Context: an optimization exercise on an open-source flow, tuned for small area. The choices shown serve that exercise and are no tape-out recipe.
In this exercise RTL edits were held to simulation tests only and were not proved equivalent to the original.
The flow treats the clock pin as an ideal source. Dropping or thinning the clock tree relies on that and would not hold on a real chip.
No activity file was given, so power comes from the tool's default toggle rates.

==> inputs of try-amber <==
==> flow/design.v <==
module bcd_binario (
    input  logic [7:0] bcd,  
    output logic [3:0] bin
);
    assign bin = bcd[3:0] + ((bcd[7:4] == 4'b0001) ? 4'b1010 : 4'b0000);
endmodule
module debounce (
    input  logic clk,
    input  logic rst,           
    input  logic key,           
    output logic key_stable     
);
    logic       s2;
    logic [5:0] y, v;
    logic       fb, sat;
    assign v   = y ^ 6'h2a;
    assign fb  = v[5] ? (v[4] & (~v[2] | v[0])) : (~v[4] | v[2]);
    assign sat = v[5] & v[4] & v[0];
    always_ff @(posedge clk or negedge rst) begin
        if (!rst) begin
            s2         <= 1'b1;
            key_stable <= 1'b1;
        end else begin
            s2 <= key;
            if (sat) key_stable <= s2;
        end
    end
    always_ff @(posedge clk)
        y <= (key ^ s2) ? 6'h00 : ({v[4:0], fb} ^ 6'h2a);
endmodule
module display_bin_hex (
    input  logic [3:0] switch,
    output logic [6:0] seven  
);
    always_comb begin
        case (switch)
            4'b0000: seven = 7'b0000001;  
            4'b0001: seven = 7'b1001111;  
            4'b0010: seven = 7'b0010010;  
            4'b0011: seven = 7'b0000110;  
            4'b0100: seven = 7'b1001100;  
            4'b0101: seven = 7'b0100100;  
            4'b0110: seven = 7'b0100000;  
            4'b0111: seven = 7'b0001111;  
            4'b1000: seven = 7'b0000000;  
            4'b1001: seven = 7'b0000100;  
            4'b1010: seven = 7'b0001000;  
            4'b1011: seven = 7'b1100000;  
            4'b1100: seven = 7'b0110001;  
            4'b1101: seven = 7'b1000010;  
            default: seven = 7'b1111111;  
        endcase
    end
endmodule
module display_7seg (
    input  logic       clk,
    input  logic       rst,
    input  logic [3:0] digit,     
    output logic [6:0] seven
);
    logic [3:0] d1, d2;
    always_ff @(posedge clk or negedge rst) begin
        if (!rst) begin
            d1 <= 4'd0;
            d2 <= 4'b1111;    
        end else begin
            d1 <= digit;
            d2 <= d1;
        end
    end
    display_bin_hex u_display_bin_hex (.switch(d2), .seven(seven));
endmodule
module teclado (
    input  logic       clk,
    input  logic       rst,
    input  logic [3:0] filas,      
    input  logic [1:0] col_idx,    
    output logic [3:0] boton
);
    logic       rv1, rv;
    logic [1:0] ri1, ri;
    always_ff @(posedge clk or negedge rst) begin
        if (!rst) rv1 <= 1'b0;
        else      rv1 <= (filas == 4'b0111) | (filas == 4'b1011) |
                         (filas == 4'b1101) | (filas == 4'b1110);
    end
    always_ff @(posedge clk) begin
        ri1[1] <= filas[3] & filas[2];
        ri1[0] <= ~(filas[3] & filas[1]);
        rv     <= rv1;
        ri     <= ri1;
        if (!rv) boton <= 4'b1111;
        else case ({col_idx, ri})
            4'b00_00: boton <= 4'b0100;  
            4'b00_01: boton <= 4'b0001;  
            4'b00_10: boton <= 4'b1101;  
            4'b00_11: boton <= 4'b0111;  
            4'b01_00: boton <= 4'b0101;  
            4'b01_01: boton <= 4'b0010;  
            4'b01_10: boton <= 4'b0000;  
            4'b01_11: boton <= 4'b1000;  
            4'b10_00: boton <= 4'b0110;  
            4'b10_01: boton <= 4'b0011;  
            4'b10_10: boton <= 4'b1110;  
            4'b10_11: boton <= 4'b1001;  
            4'b11_00: boton <= 4'b1011;  
            4'b11_01: boton <= 4'b1010;  
            4'b11_10: boton <= 4'b1101;  
            4'b11_11: boton <= 4'b1100;  
        endcase
    end
endmodule
module operacion (
    input  logic [3:0] dividendo,
    input  logic [3:0] divisor,
    output logic [3:0] cociente,
    output logic [3:0] resto
);
    always_comb begin
        logic [3:0] r;
        logic [4:0] d;
        r = 4'd0;
        for (int i = 3; i >= 0; i--) begin
            r = {r[2:0], dividendo[i]};
            d = {1'b0, r} - {1'b0, divisor};
            cociente[i] = ~d[4];
            if (!d[4]) r = d[3:0];
        end
        resto = r;
    end
endmodule
module top (
    input  logic       clk,    
    input  logic       rst,    
    output logic [3:0] anodo,  
    output logic [6:0] seven,  
    output logic [3:0] col,    
    input  logic [3:0] fil     
);
    logic [2:0] m6;
    logic       p2;
    logic [3:0] m9;         
    logic [1:0] sel_d;
    logic       ph_d;       
    logic [1:0] cc;
    logic       e6, e12, e54;
    assign e6  = m6[2] & m6[1] & ~m6[0];
    assign e12 = e6 & p2;
    assign e54 = e6 & m9[3] & m9[2];
    always_ff @(posedge clk or negedge rst) begin
        if (!rst) begin
            m6    <= 3'b010;
            p2    <= 1'b0;
            m9    <= 4'b1000;
            sel_d <= 2'd0;
            ph_d  <= 1'b0;
            cc    <= 2'd0;
        end else begin
            m6 <= {m6[1:0], ~m6[2] & (m6[0] | ~m6[1])};
            if (e6) begin
                p2   <= ~p2;
                if (p2) begin
                    ph_d <= ~ph_d;
                    if (!ph_d) sel_d <= sel_d + 2'd1;
                end
                m9 <= {m9[2:0], ~m9[1] & ~(m9[3] ^ m9[0])};
            end
            if (e54) cc <= {cc[0], ~cc[1]};    
        end
    end
    always_comb begin
        case (cc)
            2'b00: col = 4'b0111;
            2'b01: col = 4'b1011;
            2'b11: col = 4'b1101;
            2'b10: col = 4'b1110;
        endcase
        anodo = 4'b1111;
        if (ph_d) anodo[sel_d] = 1'b0;
    end
    logic [1:0] sel;
    assign sel = sel_d + {1'b0, e12 & ~ph_d};
    logic [3:0] filas;
    logic [3:0] boton;
    debounce f0 (.clk(clk), .rst(rst), .key(fil[0]), .key_stable(filas[0]));
    debounce f1 (.clk(clk), .rst(rst), .key(fil[1]), .key_stable(filas[1]));
    debounce f2 (.clk(clk), .rst(rst), .key(fil[2]), .key_stable(filas[2]));
    debounce f3 (.clk(clk), .rst(rst), .key(fil[3]), .key_stable(filas[3]));
    teclado teclado_inst (
        .clk(clk), .rst(rst), .filas(filas), .col_idx({cc[1], cc[1] ^ cc[0]}), .boton(boton)
    );
    logic n1, n2, key_down;
    always_ff @(posedge clk or negedge rst) begin
        if (!rst) begin
            n1       <= 1'b0;
            key_down <= 1'b0;
        end else begin
            key_down <= n2 & n1 & (boton != 4'b1111);
            n1       <= (boton == 4'b1111);
        end
    end
    always_ff @(posedge clk) n2 <= n1;
    localparam logic [1:0] S_A = 2'd0, S_B = 2'd1, S_OP = 2'd2;
    logic [1:0] tgt;
    logic       w;
    logic [9:0] cnt;
    logic       cnt_hi9, cnt_end, cnt_fb;
    assign cnt_hi9 = &cnt[8:0];
    assign cnt_end = cnt_hi9 & cnt[9];
    assign cnt_fb  = ~(cnt[9] ^ cnt[6]) | cnt_hi9;
    logic [3:0] nP1, nP0;    
    logic [3:0] P1, P0;
    assign P1 = ~nP1;
    assign P0 = ~nP0;
    logic [3:0] a_bin;     
    logic [3:0] p_bin;
    bcd_binario conv (.bcd({P1, P0}), .bin(p_bin));
    logic is_star, is_hash, go_wait;
    assign is_star = (boton == 4'b1101);
    assign is_hash = (boton == 4'b1110);
    assign go_wait = key_down & ~w & (~tgt[1] | is_star);
    always_ff @(posedge clk or negedge rst) begin
        if (!rst) begin
            tgt <= S_A;
            w   <= 1'b0;
            nP1 <= 4'b0000;
            nP0 <= 4'b0000;
        end else begin
            if (go_wait) begin
                w <= 1'b1;
                if (is_star) begin
                    tgt <= S_A;
                    nP1 <= 4'b0000;
                    nP0 <= 4'b0000;
                end else if (is_hash) begin
                    if (~tgt[0]) begin
                        tgt <= S_B;
                        nP1 <= 4'b0000;
                        nP0 <= 4'b0000;
                    end else begin
                        tgt <= S_OP;
                        nP1 <= ~p_bin;
                        nP0 <= 4'b0000;
                    end
                end else begin
                    nP1 <= nP0;
                    nP0 <= ~boton;
                end
            end else if (w & cnt_end) begin
                w <= 1'b0;
            end
        end
    end
    always_ff @(posedge clk) begin
        if (go_wait)
            cnt <= 10'h2b6;
        else if (w & cnt_end)
            cnt <= 10'h25c;
        else
            cnt <= {cnt[8:0], cnt_fb};
        if (tgt == S_A)    
            a_bin <= p_bin;
    end
    logic [3:0] q, r;
    logic       shown;
    operacion div (.dividendo(a_bin), .divisor(P1), .cociente(q), .resto(r));
    assign shown = ~w & cnt_end;
    logic       op, res;
    logic [3:0] digit;
    assign op  = tgt[1];
    assign res = op & shown;
    always_comb begin
        case (sel)
            2'd0: digit = res ? r : P0;
            2'd1: digit = P1;
            2'd2: digit = res ? q : 4'b1111;
            2'd3: digit = op ? a_bin : {3'b101, tgt[0]};
        endcase
    end
    display_7seg display (.clk(clk), .rst(rst), .digit(digit), .seven(seven));
endmodule
==> flow/flow/run.sh <==
#!/bin/bash
# Layout flow: the standard ORFS flow (standard.sh) with three changes:
#  - synthesis maps adders as plain logic (no ha/fa cells) and runs ABC with
#    an area-oriented mapping script (flow/abc.script) instead of ORFS's;
#    everything else in synthesis is synth_recipe.tcl unchanged;
#  - the port buffers are sky130_fd_sc_hd__buf_1;
#  - the clock tree is three clock buffers driven by the clock port, each
#    driving a third of the flip-flops (split along x; flow/cts_pre.tcl).
set -uo pipefail
W=$PWD
export MANUAL_CTS_BUF=sky130_fd_sc_hd__clkbuf_16
export MANUAL_CTS_GROUPS=3
# synthesis script: synth_recipe.tcl with the abc command's -script replaced
{
  head -n 1 synth_recipe.tcl
  cat <<EOT
proc abc {args} {
  set i [lsearch -exact \$args -script]
  if { \$i >= 0 } { lset args [expr {\$i + 1}] $W/flow/abc.script }
  yosys abc {*}\$args
}
EOT
  tail -n +2 synth_recipe.tcl
} > synth_area.tcl
bash standard.sh SYNTH_SCRIPT=$W/synth_area.tcl ADDER_MAP_FILE= \
  "BUFFER_PORTS_ARGS=-buffer_cell sky130_fd_sc_hd__buf_1" \
  PRE_CTS_TCL=$W/flow/cts_pre.tcl \
  finish > standard_run.log 2>&1
==> flow/flow/abc.script <==
strash
&get -n
&deepsyn -T 30
&put
strash
&get -n
&dch -f
&nf -R 1000 -p
&put
==> flow/flow/cts_pre.tcl <==
# Clock tree built by hand, run as ORFS's PRE_CTS_TCL hook: the clock port
# drives MANUAL_CTS_GROUPS identical clock buffers (MANUAL_CTS_BUF). With 4
# groups, one per quadrant of the flip-flops (split at the median x, then at
# the median y of each half); otherwise equal strips along x. Each buffer is
# placed at the centre of its flip-flops. The hook replaces the
# clock_tree_synthesis command for the rest of cts.tcl, which then
# legalizes, repairs timing and writes the results as usual.
set ::manual_cts_buf sky130_fd_sc_hd__clkbuf_8
if { [info exists ::env(MANUAL_CTS_BUF)] } { set ::manual_cts_buf $::env(MANUAL_CTS_BUF) }

proc mcts_split {items axis} {
  set sorted [lsort -real -index $axis $items]
  set n [llength $sorted]
  set h [expr {$n / 2}]
  return [list [lrange $sorted 0 [expr {$h - 1}]] [lrange $sorted $h end]]
}

proc clock_tree_synthesis {args} {
  set block [ord::get_db_block]
  set db [ord::get_db]
  set clk_net [$block findNet clk]
  set items {}
  foreach it [$clk_net getITerms] {
    set inst [$it getInst]
    set bb [$inst getBBox]
    set x [expr {([$bb xMin] + [$bb xMax]) / 2.0}]
    set y [expr {([$bb yMin] + [$bb yMax]) / 2.0}]
    lappend items [list $x $y $it]
  }
  puts "manual CTS: [llength $items] sinks, buffer $::manual_cts_buf"
  set groups {}
  set ng 4
  if { [info exists ::env(MANUAL_CTS_GROUPS)] } { set ng $::env(MANUAL_CTS_GROUPS) }
  if { $ng == 4 } {
    foreach half [mcts_split $items 0] {
      foreach q [mcts_split $half 1] { lappend groups $q }
    }
  } else {
    # ng strips along x
    set sorted [lsort -real -index 0 $items]
    set n [llength $sorted]
    for {set k 0} {$k < $ng} {incr k} {
      set lo [expr {($k * $n) / $ng}]
      set hi [expr {(($k + 1) * $n) / $ng - 1}]
      lappend groups [lrange $sorted $lo $hi]
    }
  }
  set master [$db findMaster $::manual_cts_buf]
  set g 0
  foreach grp $groups {
    set sx 0.0; set sy 0.0
    foreach e $grp { set sx [expr {$sx + [lindex $e 0]}]; set sy [expr {$sy + [lindex $e 1]}] }
    set n [llength $grp]
    set cx [expr {int($sx / $n)}]
    set cy [expr {int($sy / $n)}]
    set inst [odb::dbInst_create $block $master clkbuf_man_$g]
    set net [odb::dbNet_create $block clknet_man_$g]
    $net setSigType CLOCK
    foreach e $grp {
      set it [lindex $e 2]
      $it disconnect
      $it connect $net
    }
    [$inst findITerm A] connect $clk_net
    [$inst findITerm X] connect $net
    $inst setLocation $cx $cy
    $inst setPlacementStatus PLACED
    puts "manual CTS: buffer $g drives $n sinks at ($cx, $cy)"
    incr g
  }
  set_propagated_clock [all_clocks]
}
==> flow/standard.sh <==
#!/bin/bash
# synth_recipe.tcl (not shown) runs the flow's synth.tcl, then flattens the netlist and writes it again
# the make line also repeats each setting of config.mk as NAME=value (left out here)
make -C /OpenROAD-flow-scripts/flow DESIGN_CONFIG=/design/flow/config.mk WORK_HOME=/design/flow/orfs CLKGATE_MAP_FILE= SYNTH_SCRIPT=/design/flow/synth_recipe.tcl "${@:-finish}"
==> flow/config.mk <==
export PLATFORM = sky130hd
export DESIGN_NAME = top
export DESIGN_NICKNAME = top
export VERILOG_FILES = /design/flow/design.v
export SDC_FILE = /design/flow/constraint.sdc
export NUM_CORES = 4
export LEC_CHECK = 0
export CAP_MARGIN = 20
export CORE_MARGIN = 2
export CORE_UTILIZATION = 40
export CTS_BUF_LIST = sky130_fd_sc_hd__clkbuf_8
export SLEW_MARGIN = 20
==> flow/constraint.sdc <==
create_clock -name core_clock -period 6.0 [get_ports {clk}]
set_input_delay 1.2000 -clock core_clock [delete_from_list [all_inputs] [get_ports {clk}]]
set_output_delay 1.2000 -clock core_clock [all_outputs]
set_load 0.01 [all_outputs]
==> inputs of try-harbor, as changes to try-amber <==
--- a/flow/design.v
+++ b/flow/design.v
@@ -11,11 +11,10 @@
     output logic key_stable     
 );
     logic       s2;
-    logic [5:0] y, v;
+    logic [5:0] cnt;
     logic       fb, sat;
-    assign v   = y ^ 6'h2a;
-    assign fb  = v[5] ? (v[4] & (~v[2] | v[0])) : (~v[4] | v[2]);
-    assign sat = v[5] & v[4] & v[0];
+    assign fb  = cnt[0] ^ ~(cnt[5] | (cnt[2] & cnt[1]));
+    assign sat = cnt[5] & cnt[4] & cnt[2];
     always_ff @(posedge clk or negedge rst) begin
         if (!rst) begin
             s2         <= 1'b1;
@@ -26,7 +25,7 @@
         end
     end
     always_ff @(posedge clk)
-        y <= (key ^ s2) ? 6'h00 : ({v[4:0], fb} ^ 6'h2a);
+        cnt <= (key ^ s2) ? 6'h20 : {cnt[4:0], fb};
 endmodule
 module display_bin_hex (
     input  logic [3:0] switch,
@@ -141,7 +140,7 @@
     logic       p2;
     logic [3:0] m9;         
     logic [1:0] sel_d;
-    logic       ph_d;       
+    logic       nph_d;      
     logic [1:0] cc;
     logic       e6, e12, e54;
     assign e6  = m6[2] & m6[1] & ~m6[0];
@@ -153,16 +152,12 @@
             p2    <= 1'b0;
             m9    <= 4'b1000;
             sel_d <= 2'd0;
-            ph_d  <= 1'b0;
+            nph_d <= 1'b1;
             cc    <= 2'd0;
         end else begin
             m6 <= {m6[1:0], ~m6[2] & (m6[0] | ~m6[1])};
             if (e6) begin
-                p2   <= ~p2;
-                if (p2) begin
-                    ph_d <= ~ph_d;
-                    if (!ph_d) sel_d <= sel_d + 2'd1;
-                end
+                {sel_d, nph_d, p2} <= {sel_d, nph_d, p2} + 4'd1;
                 m9 <= {m9[2:0], ~m9[1] & ~(m9[3] ^ m9[0])};
             end
             if (e54) cc <= {cc[0], ~cc[1]};    
@@ -176,10 +171,10 @@
             2'b10: col = 4'b1110;
         endcase
         anodo = 4'b1111;
-        if (ph_d) anodo[sel_d] = 1'b0;
+        if (!nph_d) anodo[sel_d] = 1'b0;
     end
     logic [1:0] sel;
-    assign sel = sel_d + {1'b0, e12 & ~ph_d};
+    assign sel = sel_d + {1'b0, e12 & nph_d};
     logic [3:0] filas;
     logic [3:0] boton;
     debounce f0 (.clk(clk), .rst(rst), .key(fil[0]), .key_stable(filas[0]));
@@ -208,10 +203,7 @@
     assign cnt_hi9 = &cnt[8:0];
     assign cnt_end = cnt_hi9 & cnt[9];
     assign cnt_fb  = ~(cnt[9] ^ cnt[6]) | cnt_hi9;
-    logic [3:0] nP1, nP0;    
     logic [3:0] P1, P0;
-    assign P1 = ~nP1;
-    assign P0 = ~nP0;
     logic [3:0] a_bin;     
     logic [3:0] p_bin;
     bcd_binario conv (.bcd({P1, P0}), .bin(p_bin));
@@ -223,28 +215,28 @@
         if (!rst) begin
             tgt <= S_A;
             w   <= 1'b0;
-            nP1 <= 4'b0000;
-            nP0 <= 4'b0000;
+            P1  <= 4'b1111;
+            P0  <= 4'b1111;
         end else begin
             if (go_wait) begin
                 w <= 1'b1;
                 if (is_star) begin
                     tgt <= S_A;
-                    nP1 <= 4'b0000;
-                    nP0 <= 4'b0000;
+                    P1  <= 4'b1111;
+                    P0  <= 4'b1111;
                 end else if (is_hash) begin
                     if (~tgt[0]) begin
                         tgt <= S_B;
-                        nP1 <= 4'b0000;
-                        nP0 <= 4'b0000;
+                        P1  <= 4'b1111;
+                        P0  <= 4'b1111;
                     end else begin
                         tgt <= S_OP;
-                        nP1 <= ~p_bin;
-                        nP0 <= 4'b0000;
+                        P1  <= p_bin;
+                        P0  <= 4'b1111;
                     end
                 end else begin
-                    nP1 <= nP0;
-                    nP0 <= ~boton;
+                    P1 <= P0;
+                    P0 <= boton;
                 end
             end else if (w & cnt_end) begin
                 w <= 1'b0;
==> run notes <==
| quantity | try-amber | try-harbor |
|---|---|---|
| Half-perimeter wire length of the detailed placement result | 4170 um | 4290 um |
| Cell area power density | 375 mW/mm^2 | 236 mW/mm^2 |
| Mux cell area share after synthesis | 0.0161 | 0.0288 |
| Result of the run | finished clean | finished clean |
| Critical path startpoint | m6[1] | P1[1] |
| Area share of and/or/nand/nor cells after synthesis | 0.223 | 0.188 |
| Signal arrival time at the worst endpoint | 2.89 ns | 3.71 ns |
| Max Fclk | 360 MHz | 273 MHz |
| Cell area reported after detailed placement | 0.00372 sq mm | 0.00374 sq mm |
| Portion of the post-synthesis area used by sequential elements | 0.598 | 0.599 |
| Depth of the most critical reg-to-reg path | 12 | 16 |
| Largest driver fanout on the critical path | 7 | 8 |
| Share of total power in combinational logic | 0.218 | 0.027 |
| Post-Route Utilization | 0.442 | 0.442 |
| Wirelength per Cell | 11.5 um | 12.5 um |
| Total net switching power | 0.417 mW | 0.166 mW |
| Metal3 WL | 228 um | 156 um |
| Height of the die | 97.6 um | 97.8 um |
| Seq pwr share | 0.618 | 0.712 |
| Synth Area in Compound Gates | 0.105 | 0.133 |
| Net count after synthesis | 364 | 341 |
| P&R area growth vs syn | 8.40% | 8.43% |
| Destination of the worst hold path | teclado_inst.ri[0] | teclado_inst.ri[1] |
| Sequential power | 0.879 mW | 0.640 mW |
| Combined buffer and inverter count along the critical path | 0 | 1 |
| Vias in the first global route | 2341 | 2226 |
In every run of this note, the design's own scripts or RTL, not TritonCTS, make the clock network.

==> port drivers added, routing unchanged <==
The results above use ideal ports. As a check the final layouts listed here were re-extracted and re-timed, cells and wires unchanged.
Step 1 sets driving cells, clkbuf_16 on the clock port and buf_2 on the other inputs (assumed; they add their load-dependent delay and slew).
Step 2 times the ports against the registers' clock, not the clock port: input delays grow and output delays shrink by t, the midpoint of the rising clock arrivals with the driver on.
a / b / c = ideal ports / drivers / drivers and shift; a / b = the first two.
run | t, ns | slack for setup (ns) | cell pins on the clock port's net
try-amber | 0.225 | 3.219 / 3.219 / 3.219 | 3
try-harbor | 0.225 | 2.343 / 2.343 / 2.343 | 3
After both steps every run listed still meets setup and hold.
